Context: an optimization exercise on an open-source flow, tuned for small area. The choices shown serve that exercise and are no tape-out recipe.
RTL that was checked went through simulation tests only; none was proved equivalent to the original.
Power figures rest on the tool's default switching activity, not on a simulated workload. The clock port is modelled as an ideal driver; clocking choices that lean on that would not hold on a real chip.

rev 12:
Design cnn_top, start of the top module:
module cnn_top #(
    parameter int DATA_WIDTH = 8,
    parameter int OUT_WIDTH  = 32,
    parameter int IMG_WIDTH  = 28
)(
    input  logic                   clk,
    input  logic                   rst_n,
    input  logic [DATA_WIDTH-1:0]  s_axis_tdata,
    input  logic                   s_axis_tvalid,
    output logic                   s_axis_tready,
    output logic [OUT_WIDTH-1:0]   m_axis_tdata,
    output logic                   m_axis_tvalid,
    input  logic                   m_axis_tready,
    output logic                   m_axis_tlast
);
Size in the first run: about 610 cells after synthesis, ~47 I/O pins.
export LEC_CHECK = 0
export CAP_MARGIN = 20
export CORE_MARGIN = 2
export CORE_UTILIZATION = 70
export CTS_BUF_LIST = sky130_fd_sc_hd__clkbuf_16
export CTS_CLUSTER_DIAMETER = 70
export CTS_CLUSTER_SIZE = 36
export SLEW_MARGIN = 20
export SYNTH_HIERARCHICAL = 1
export SYNTH_MINIMUM_KEEP_SIZE = 0
create_clock -name core_clock -period 5.5 [get_ports {clk}]
standard.sh (not shown) runs the stock make flow with config.mk's settings and CLKGATE_MAP_FILE= SYNTH_SCRIPT=/design/flow/synth_recipe.tcl, a recipe that flattens the netlist after the stock synthesis.
==> flow/flow/run.sh <==
#!/bin/bash
# Standard layout (standard.sh: the ORFS flow, synthesis unchanged), with
# clock tree synthesis told not to add dummy loads and to use a small buffer
# at the root of the clock tree, and the smallest buffer on
# the ports.
set -euo pipefail
export CTS_ARGS="-sink_clustering_enable -repair_clock_nets -buf_list sky130_fd_sc_hd__clkbuf_16 -sink_clustering_size 36 -sink_clustering_max_diameter 70 -dont_use_dummy_load -root_buf sky130_fd_sc_hd__clkbuf_4"
export BUFFER_PORTS_ARGS="-buffer_cell sky130_fd_sc_hd__buf_1"
bash standard.sh > standard.log 2>&1
Rev 12 -> stages 100% | layout checks FAIL | setup timing
[inputs] rev 13 vs rev 12
--- a/flow/design.v
+++ b/flow/design.v
@@ -137,54 +137,54 @@
     conv_fa u_fa27 (.a(c_43), .b(c_18), .c(c_42), .s(c_61), .co(c_62));
     wire c_63, c_64;
     conv_fa u_fa28 (.a(c_45), .b(c_22), .c(c_44), .s(c_63), .co(c_64));
     wire c_65, c_66;
     conv_fa u_fa29 (.a(c_47), .b(c_26), .c(c_46), .s(c_65), .co(c_66));
     wire c_67, c_68;
     conv_fa u_fa30 (.a(c_49), .b(c_30), .c(c_48), .s(c_67), .co(c_68));
     wire c_69, c_70;
     conv_fa u_fa31 (.a(cn[6]), .b(c_32), .c(c_50), .s(c_69), .co(c_70));
-    logic [8:0] lo_sum;
+    logic [6:0] lo_sum;
     logic lo_carry;
     wire lc_0;
     conv_ha u_ha3 (.a(c_51), .b(t0[0]), .s(lo_sum[0]), .co(lc_0));
     wire lc_1;
     conv_fa u_fa32 (.a(c_53), .b(c_52), .c(lc_0), .s(lo_sum[1]), .co(lc_1));
     wire lc_2;
     conv_fa u_fa33 (.a(c_55), .b(c_54), .c(lc_1), .s(lo_sum[2]), .co(lc_2));
     wire lc_3;
     conv_fa u_fa34 (.a(c_57), .b(c_56), .c(lc_2), .s(lo_sum[3]), .co(lc_3));
     wire lc_4;
     conv_fa u_fa35 (.a(c_59), .b(c_58), .c(lc_3), .s(lo_sum[4]), .co(lc_4));
     wire lc_5;
     conv_fa u_fa36 (.a(c_61), .b(c_60), .c(lc_4), .s(lo_sum[5]), .co(lc_5));
     wire lc_6;
     conv_fa u_fa37 (.a(c_63), .b(c_62), .c(lc_5), .s(lo_sum[6]), .co(lc_6));
-    wire lc_7;
-    conv_fa u_fa38 (.a(c_65), .b(c_64), .c(lc_6), .s(lo_sum[7]), .co(lc_7));
-    wire lc_8;
-    conv_fa u_fa39 (.a(c_67), .b(c_66), .c(lc_7), .s(lo_sum[8]), .co(lc_8));
-    assign lo_carry = lc_8;
-    logic [8:0] lo_r;
-    logic [2:0] ha_r, hb_r;
+    assign lo_carry = lc_6;
+    logic [6:0] lo_r;
+    logic [4:0] ha_r, hb_r;
     logic hc_in;
     always_ff @(posedge clk) begin
         lo_r  <= lo_sum;
         hc_in <= lo_carry;
-        ha_r  <= {1'b1, cn[7], c_69};
-        hb_r  <= {1'b0, c_70, c_68};
+        ha_r  <= {1'b1, cn[7], c_69, c_67, c_65};
+        hb_r  <= {1'b0, c_70, c_68, c_66, c_64};
     end
-    logic [2:0] hi_sum;
+    logic [4:0] hi_sum;
     wire hc_0;
-    conv_fa u_fa40 (.a(ha_r[0]), .b(hb_r[0]), .c(hc_in), .s(hi_sum[0]), .co(hc_0));
+    conv_fa u_fa38 (.a(ha_r[0]), .b(hb_r[0]), .c(hc_in), .s(hi_sum[0]), .co(hc_0));
     wire hc_1;
-    conv_fa u_fa41 (.a(ha_r[1]), .b(hb_r[1]), .c(hc_0), .s(hi_sum[1]), .co(hc_1));
-    assign hi_sum[2] = ha_r[2] ^ hb_r[2] ^ hc_1;
+    conv_fa u_fa39 (.a(ha_r[1]), .b(hb_r[1]), .c(hc_0), .s(hi_sum[1]), .co(hc_1));
+    wire hc_2;
+    conv_fa u_fa40 (.a(ha_r[2]), .b(hb_r[2]), .c(hc_1), .s(hi_sum[2]), .co(hc_2));
+    wire hc_3;
+    conv_fa u_fa41 (.a(ha_r[3]), .b(hb_r[3]), .c(hc_2), .s(hi_sum[3]), .co(hc_3));
+    assign hi_sum[4] = ha_r[4] ^ hb_r[4] ^ hc_3;
     assign o_result = ~{hi_sum, lo_r};
     always_ff @(posedge clk or negedge rst_n)
         if (!rst_n) o_valid <= 1'b0;
         else        o_valid <= i_valid;
 endmodule
 module conv_fa (
     input  logic a, b, c,
     output logic s, co
 );
Findings:
Rev 13: full flow OK, the timing, design-rule and antenna checks passed. Compared rev 13 against rev 12; area after synthesis within noise. Cell area delta (rev 13 -> rev 12): insignificant. Compared with rev 12, rev 13 shows a critical path depth that is 2 lower. Going from rev 12 to rev 13, final total power stayed essentially flat, internal power consumption fell by 0.56%, maximum frequency from static timing analysis rose by about 10%, number of global-route vias before repair rose by 113, worst hold slack after final layout fell by 0.014 ns. Rev 13 ends up with higher initial core utilization than rev 12 does. Maximum ir drop on the vdd rail sits higher in rev 13 than in rev 12.
Function not checked in rev 12: the RTL went through the layout flow alone.


## job 5595
The RTL this note starts from:
==> flow/design.v <==
`timescale 1ns / 1ps
module sliding_window #(
    parameter int DATA_WIDTH = 8,
    parameter int IMG_WIDTH  = 28,
    parameter int DEPTH      = 2*IMG_WIDTH
)(
    input  logic                              clk,
    input  logic                              rst_n,
    input  logic                              i_valid,
    input  logic [DATA_WIDTH-1:0]             i_data,
    output logic                              o_ready,    
    output logic [DEPTH-1:0][DATA_WIDTH-1:0]  o_hist
);
    logic [DEPTH-1:0][DATA_WIDTH-1:0] hist;
    logic [4:0] x_cnt;       
    logic [1:0] y_cnt;       
    always_ff @(posedge clk) begin
        if (i_valid)
            hist <= {hist[DEPTH-2:0], i_data};
    end
    wire x_last = x_cnt[4] & x_cnt[3] & x_cnt[1] & x_cnt[0];    
    always_ff @(posedge clk or negedge rst_n) begin
        if (!rst_n) begin
            x_cnt <= '0;
            y_cnt <= '0;
        end else if (i_valid) begin
            if (x_last) begin
                x_cnt <= '0;
                if (!y_cnt[1]) y_cnt <= y_cnt + 2'd1;
            end else begin
                x_cnt <= x_cnt + 5'd1;
            end
        end
    end
    assign o_ready = y_cnt[1] & (x_cnt[4] | x_cnt[3] | x_cnt[2] | x_cnt[1]);
    assign o_hist  = hist;
endmodule
`timescale 1ns / 1ps
module conv_mac #(
    parameter int DATA_WIDTH = 8,
    parameter int IMG_WIDTH  = 28,
    parameter int DEPTH      = 2*IMG_WIDTH
)(
    input  logic                              clk,
    input  logic                              rst_n,
    input  logic                              i_beat,    
    input  logic                              i_valid,   
    input  logic [DATA_WIDTH-1:0]             i_px,
    input  logic [DEPTH-1:0][DATA_WIDTH-1:0]  i_hist,    
    output logic                              o_valid,
    output logic [11:0]                       o_result
);
    localparam int W = IMG_WIDTH;
    logic [7:0] p56, m0, m2, cn;
    assign p56 = i_hist[2*W-1];      
    assign m0  = i_hist[W-1];        
    assign m2  = i_hist[W+1];        
    assign cn  = ~i_hist[W];         
    logic [8:0] t0, t1, t2;
    assign t0 = 9'(i_px) + 9'(p56);
    always_ff @(posedge clk)
        if (i_beat) begin
            t1 <= t0;
            t2 <= t1;
        end
    wire c_1 = t1[0] ^ t2[0] ^ m0[0];
    wire c_2 = (t1[0] & t2[0]) | (t1[0] & m0[0]) | (t2[0] & m0[0]);
    wire c_3 = t1[1] ^ t2[1] ^ m0[1];
    wire c_4 = (t1[1] & t2[1]) | (t1[1] & m0[1]) | (t2[1] & m0[1]);
    wire c_5 = m2[1] ^ 1'b1;
    wire c_6 = m2[1] & 1'b1;
    wire c_7 = t1[2] ^ t2[2] ^ m0[2];
    wire c_8 = (t1[2] & t2[2]) | (t1[2] & m0[2]) | (t2[2] & m0[2]);
    wire c_9 = m2[2] ^ 1'b1 ^ t0[2];
    wire c_10 = (m2[2] & 1'b1) | (m2[2] & t0[2]) | (1'b1 & t0[2]);
    wire c_11 = t1[3] ^ t2[3] ^ m0[3];
    wire c_12 = (t1[3] & t2[3]) | (t1[3] & m0[3]) | (t2[3] & m0[3]);
    wire c_13 = m2[3] ^ cn[0] ^ t0[3];
    wire c_14 = (m2[3] & cn[0]) | (m2[3] & t0[3]) | (cn[0] & t0[3]);
    wire c_15 = t1[4] ^ t2[4] ^ m0[4];
    wire c_16 = (t1[4] & t2[4]) | (t1[4] & m0[4]) | (t2[4] & m0[4]);
    wire c_17 = m2[4] ^ cn[1] ^ t0[4];
    wire c_18 = (m2[4] & cn[1]) | (m2[4] & t0[4]) | (cn[1] & t0[4]);
    wire c_19 = t1[5] ^ t2[5] ^ m0[5];
    wire c_20 = (t1[5] & t2[5]) | (t1[5] & m0[5]) | (t2[5] & m0[5]);
    wire c_21 = m2[5] ^ cn[2] ^ t0[5];
    wire c_22 = (m2[5] & cn[2]) | (m2[5] & t0[5]) | (cn[2] & t0[5]);
    wire c_23 = t1[6] ^ t2[6] ^ m0[6];
    wire c_24 = (t1[6] & t2[6]) | (t1[6] & m0[6]) | (t2[6] & m0[6]);
    wire c_25 = m2[6] ^ cn[3] ^ t0[6];
    wire c_26 = (m2[6] & cn[3]) | (m2[6] & t0[6]) | (cn[3] & t0[6]);
    wire c_27 = t1[7] ^ t2[7] ^ m0[7];
    wire c_28 = (t1[7] & t2[7]) | (t1[7] & m0[7]) | (t2[7] & m0[7]);
    wire c_29 = m2[7] ^ cn[4] ^ t0[7];
    wire c_30 = (m2[7] & cn[4]) | (m2[7] & t0[7]) | (cn[4] & t0[7]);
    wire c_31 = t1[8] ^ t2[8] ^ cn[5];
    wire c_32 = (t1[8] & t2[8]) | (t1[8] & cn[5]) | (t2[8] & cn[5]);
    wire c_33 = c_1 ^ m2[0];
    wire c_34 = c_1 & m2[0];
    wire c_35 = c_3 ^ c_5 ^ t0[1];
    wire c_36 = (c_3 & c_5) | (c_3 & t0[1]) | (c_5 & t0[1]);
    wire c_37 = c_7 ^ c_9 ^ c_4;
    wire c_38 = (c_7 & c_9) | (c_7 & c_4) | (c_9 & c_4);
    wire c_39 = c_11 ^ c_13 ^ c_8;
    wire c_40 = (c_11 & c_13) | (c_11 & c_8) | (c_13 & c_8);
    wire c_41 = c_15 ^ c_17 ^ c_12;
    wire c_42 = (c_15 & c_17) | (c_15 & c_12) | (c_17 & c_12);
    wire c_43 = c_19 ^ c_21 ^ c_16;
    wire c_44 = (c_19 & c_21) | (c_19 & c_16) | (c_21 & c_16);
    wire c_45 = c_23 ^ c_25 ^ c_20;
    wire c_46 = (c_23 & c_25) | (c_23 & c_20) | (c_25 & c_20);
    wire c_47 = c_27 ^ c_29 ^ c_24;
    wire c_48 = (c_27 & c_29) | (c_27 & c_24) | (c_29 & c_24);
    wire c_49 = c_31 ^ t0[8] ^ c_28;
    wire c_50 = (c_31 & t0[8]) | (c_31 & c_28) | (t0[8] & c_28);
    wire c_51 = c_33 ^ 1'b1;
    wire c_52 = c_33 & 1'b1;
    wire c_53 = c_35 ^ c_2 ^ c_34;
    wire c_54 = (c_35 & c_2) | (c_35 & c_34) | (c_2 & c_34);
    wire c_55 = c_37 ^ c_6 ^ c_36;
    wire c_56 = (c_37 & c_6) | (c_37 & c_36) | (c_6 & c_36);
    wire c_57 = c_39 ^ c_10 ^ c_38;
    wire c_58 = (c_39 & c_10) | (c_39 & c_38) | (c_10 & c_38);
    wire c_59 = c_41 ^ c_14 ^ c_40;
    wire c_60 = (c_41 & c_14) | (c_41 & c_40) | (c_14 & c_40);
    wire c_61 = c_43 ^ c_18 ^ c_42;
    wire c_62 = (c_43 & c_18) | (c_43 & c_42) | (c_18 & c_42);
    wire c_63 = c_45 ^ c_22 ^ c_44;
    wire c_64 = (c_45 & c_22) | (c_45 & c_44) | (c_22 & c_44);
    wire c_65 = c_47 ^ c_26 ^ c_46;
    wire c_66 = (c_47 & c_26) | (c_47 & c_46) | (c_26 & c_46);
    wire c_67 = c_49 ^ c_30 ^ c_48;
    wire c_68 = (c_49 & c_30) | (c_49 & c_48) | (c_30 & c_48);
    wire c_69 = cn[6] ^ c_32 ^ c_50;
    wire c_70 = (cn[6] & c_32) | (cn[6] & c_50) | (c_32 & c_50);
    logic [11:0] sum;
    assign sum = {1'b1, cn[7], c_69, c_67, c_65, c_63, c_61, c_59, c_57, c_55, c_53, c_51} + {1'b0, c_70, c_68, c_66, c_64, c_62, c_60, c_58, c_56, c_54, c_52, t0[0]};
    always_ff @(posedge clk)
        o_result <= ~sum;
    always_ff @(posedge clk or negedge rst_n)
        if (!rst_n) o_valid <= 1'b0;
        else        o_valid <= i_valid;
endmodule
`timescale 1ns / 1ps
module cnn_top #(
    parameter int DATA_WIDTH = 8,
    parameter int OUT_WIDTH  = 32,
    parameter int IMG_WIDTH  = 28
)(
    input  logic                   clk,
    input  logic                   rst_n,
    input  logic [DATA_WIDTH-1:0]  s_axis_tdata,
    input  logic                   s_axis_tvalid,
    output logic                   s_axis_tready,
    output logic [OUT_WIDTH-1:0]   m_axis_tdata,
    output logic                   m_axis_tvalid,
    input  logic                   m_axis_tready,
    output logic                   m_axis_tlast
);
    localparam int DEPTH = 2*IMG_WIDTH;
    logic                              win_ready;
    logic [DEPTH-1:0][DATA_WIDTH-1:0]  hist;
    logic [11:0]                       result;
    assign s_axis_tready = 1'b1;
    assign m_axis_tlast  = 1'b0;
    sliding_window #(
        .DATA_WIDTH(DATA_WIDTH),
        .IMG_WIDTH(IMG_WIDTH),
        .DEPTH(DEPTH)
    ) u_sliding_window (
        .clk(clk),
        .rst_n(rst_n),
        .i_valid(s_axis_tvalid),
        .i_data(s_axis_tdata),
        .o_ready(win_ready),
        .o_hist(hist)
    );
    conv_mac #(
        .DATA_WIDTH(DATA_WIDTH),
        .IMG_WIDTH(IMG_WIDTH),
        .DEPTH(DEPTH)
    ) u_conv_mac (
        .clk(clk),
        .rst_n(rst_n),
        .i_beat(s_axis_tvalid),
        .i_valid(s_axis_tvalid & win_ready),
        .i_px(s_axis_tdata),
        .i_hist(hist),
        .o_valid(m_axis_tvalid),
        .o_result(result)
    );
    assign m_axis_tdata = {{(OUT_WIDTH-12){result[11]}}, result};
endmodule
==> flow/config.mk <==
export PLATFORM = sky130hd
export DESIGN_NAME = cnn_top
export DESIGN_NICKNAME = cnn_top
export VERILOG_FILES = /design/flow/design.v
export SDC_FILE = /design/flow/constraint.sdc
export NUM_CORES = 4
export LEC_CHECK = 0
export CAP_MARGIN = 20
export CORE_MARGIN = 2
export CORE_UTILIZATION = 70
export CTS_BUF_LIST = sky130_fd_sc_hd__clkbuf_16
export CTS_CLUSTER_DIAMETER = 70
export CTS_CLUSTER_SIZE = 36
export SLEW_MARGIN = 20
==> flow/constraint.sdc <==
create_clock -name core_clock -period 5.5 [get_ports {clk}]
set_input_delay 1.1000 -clock core_clock [delete_from_list [all_inputs] [get_ports {clk}]]
set_output_delay 1.1000 -clock core_clock [all_outputs]
set_load 0.01 [all_outputs]
==> flow/flow/run.sh <==
#!/bin/bash
# Standard layout (standard.sh: the ORFS flow, synthesis unchanged), with
# clock tree synthesis told not to add dummy loads and the smallest buffer on
# the ports.
set -euo pipefail
export CTS_ARGS="-sink_clustering_enable -repair_clock_nets -buf_list sky130_fd_sc_hd__clkbuf_16 -sink_clustering_size 36 -sink_clustering_max_diameter 70 -dont_use_dummy_load"
export BUFFER_PORTS_ARGS="-buffer_cell sky130_fd_sc_hd__buf_1"
bash standard.sh > standard.log 2>&1
--- input diff job 5595..job 1758 ---
--- a/flow/design.v
+++ b/flow/design.v
@@ -54,13 +54,29 @@
     logic [7:0] p56, m0, m2, cn;
     assign p56 = i_hist[2*W-1];      
     assign m0  = i_hist[W-1];        
     assign m2  = i_hist[W+1];        
     assign cn  = ~i_hist[W];         
     logic [8:0] t0, t1, t2;
-    assign t0 = 9'(i_px) + 9'(p56);
+    assign t0[0] = i_px[0] ^ p56[0];
+    wire r_0 = i_px[0] & p56[0];
+    assign t0[1] = i_px[1] ^ p56[1] ^ r_0;
+    wire r_1 = (i_px[1] & p56[1]) | (i_px[1] & r_0) | (p56[1] & r_0);
+    assign t0[2] = i_px[2] ^ p56[2] ^ r_1;
+    wire r_2 = (i_px[2] & p56[2]) | (i_px[2] & r_1) | (p56[2] & r_1);
+    assign t0[3] = i_px[3] ^ p56[3] ^ r_2;
+    wire r_3 = (i_px[3] & p56[3]) | (i_px[3] & r_2) | (p56[3] & r_2);
+    assign t0[4] = i_px[4] ^ p56[4] ^ r_3;
+    wire r_4 = (i_px[4] & p56[4]) | (i_px[4] & r_3) | (p56[4] & r_3);
+    assign t0[5] = i_px[5] ^ p56[5] ^ r_4;
+    wire r_5 = (i_px[5] & p56[5]) | (i_px[5] & r_4) | (p56[5] & r_4);
+    assign t0[6] = i_px[6] ^ p56[6] ^ r_5;
+    wire r_6 = (i_px[6] & p56[6]) | (i_px[6] & r_5) | (p56[6] & r_5);
+    assign t0[7] = i_px[7] ^ p56[7] ^ r_6;
+    wire r_7 = (i_px[7] & p56[7]) | (i_px[7] & r_6) | (p56[7] & r_6);
+    assign t0[8] = r_7;
     always_ff @(posedge clk)
         if (i_beat) begin
             t1 <= t0;
             t2 <= t1;
         end
     wire c_1 = t1[0] ^ t2[0] ^ m0[0];
==> comparison <==
- Looking at job 1758 and job 5595, the average routed wire per standard cell is a wash.
- Of job 1758 and job 5595, just one finished clean: job 5595.
- Of job 1758 and job 5595, the higher growth of design area from synthesis to finish belongs to job 1758.
- ~same instance area at placement in job 1758 and job 5595
- Of job 1758 and job 5595, the run reporting the higher number of buffer and inverter stages on the critical path was job 1758.
- Job 1758 vs job 5595: worst setup slack down in job 1758
- Compare job 1758 and job 5595 | wire length lower: job 1758
No functional check of the RTL was part of job 1758.

## afterwards: timing with drivers on the ports
The results above use ideal ports. As a check the final layouts listed here were re-extracted and re-timed, cells and wires unchanged.
Step 1, drivers: a clkbuf_16 drives clk and a buf_2 each remaining input, both assumed.
Step 2, shift: input delay + t, output delay - t, t = (earliest + latest rising clock arrival at the registers) / 2. This alone moves slack from input paths to output paths.
Slacks: ideal / step 1 / step 2; pairs: ideal / step 1.
| run | shift t [ns] | slack for setup (ns) | worst setup path at the end | latest minus earliest clock arrival (ns) | pins driven straight from the clock port |
|---|---|---|---|---|---|
| rev 12 | 0.764 | -0.168 / -0.149 / -0.913 | input to register | 0.063 / 0.063 | 1 |
| rev 13 | 0.738 | 0.366 / 0.387 / -0.351 | input to register | 0.067 / 0.067 | 1 |
| job 5595 | 0.544 | 0.460 / 0.484 / -0.060 | input to register | 0.087 / 0.088 | 1 |
| job 1758 | 0.550 | -0.378 / -0.385 / -0.936 | input to register | 0.038 / 0.039 | 1 |
Met with ideal ports but missed after step 2: setup timing in rev 13 and job 5595. The setup slack of rev 12, which loses most, moves by +0.019 ns with the drivers and by -0.745 ns with both steps.
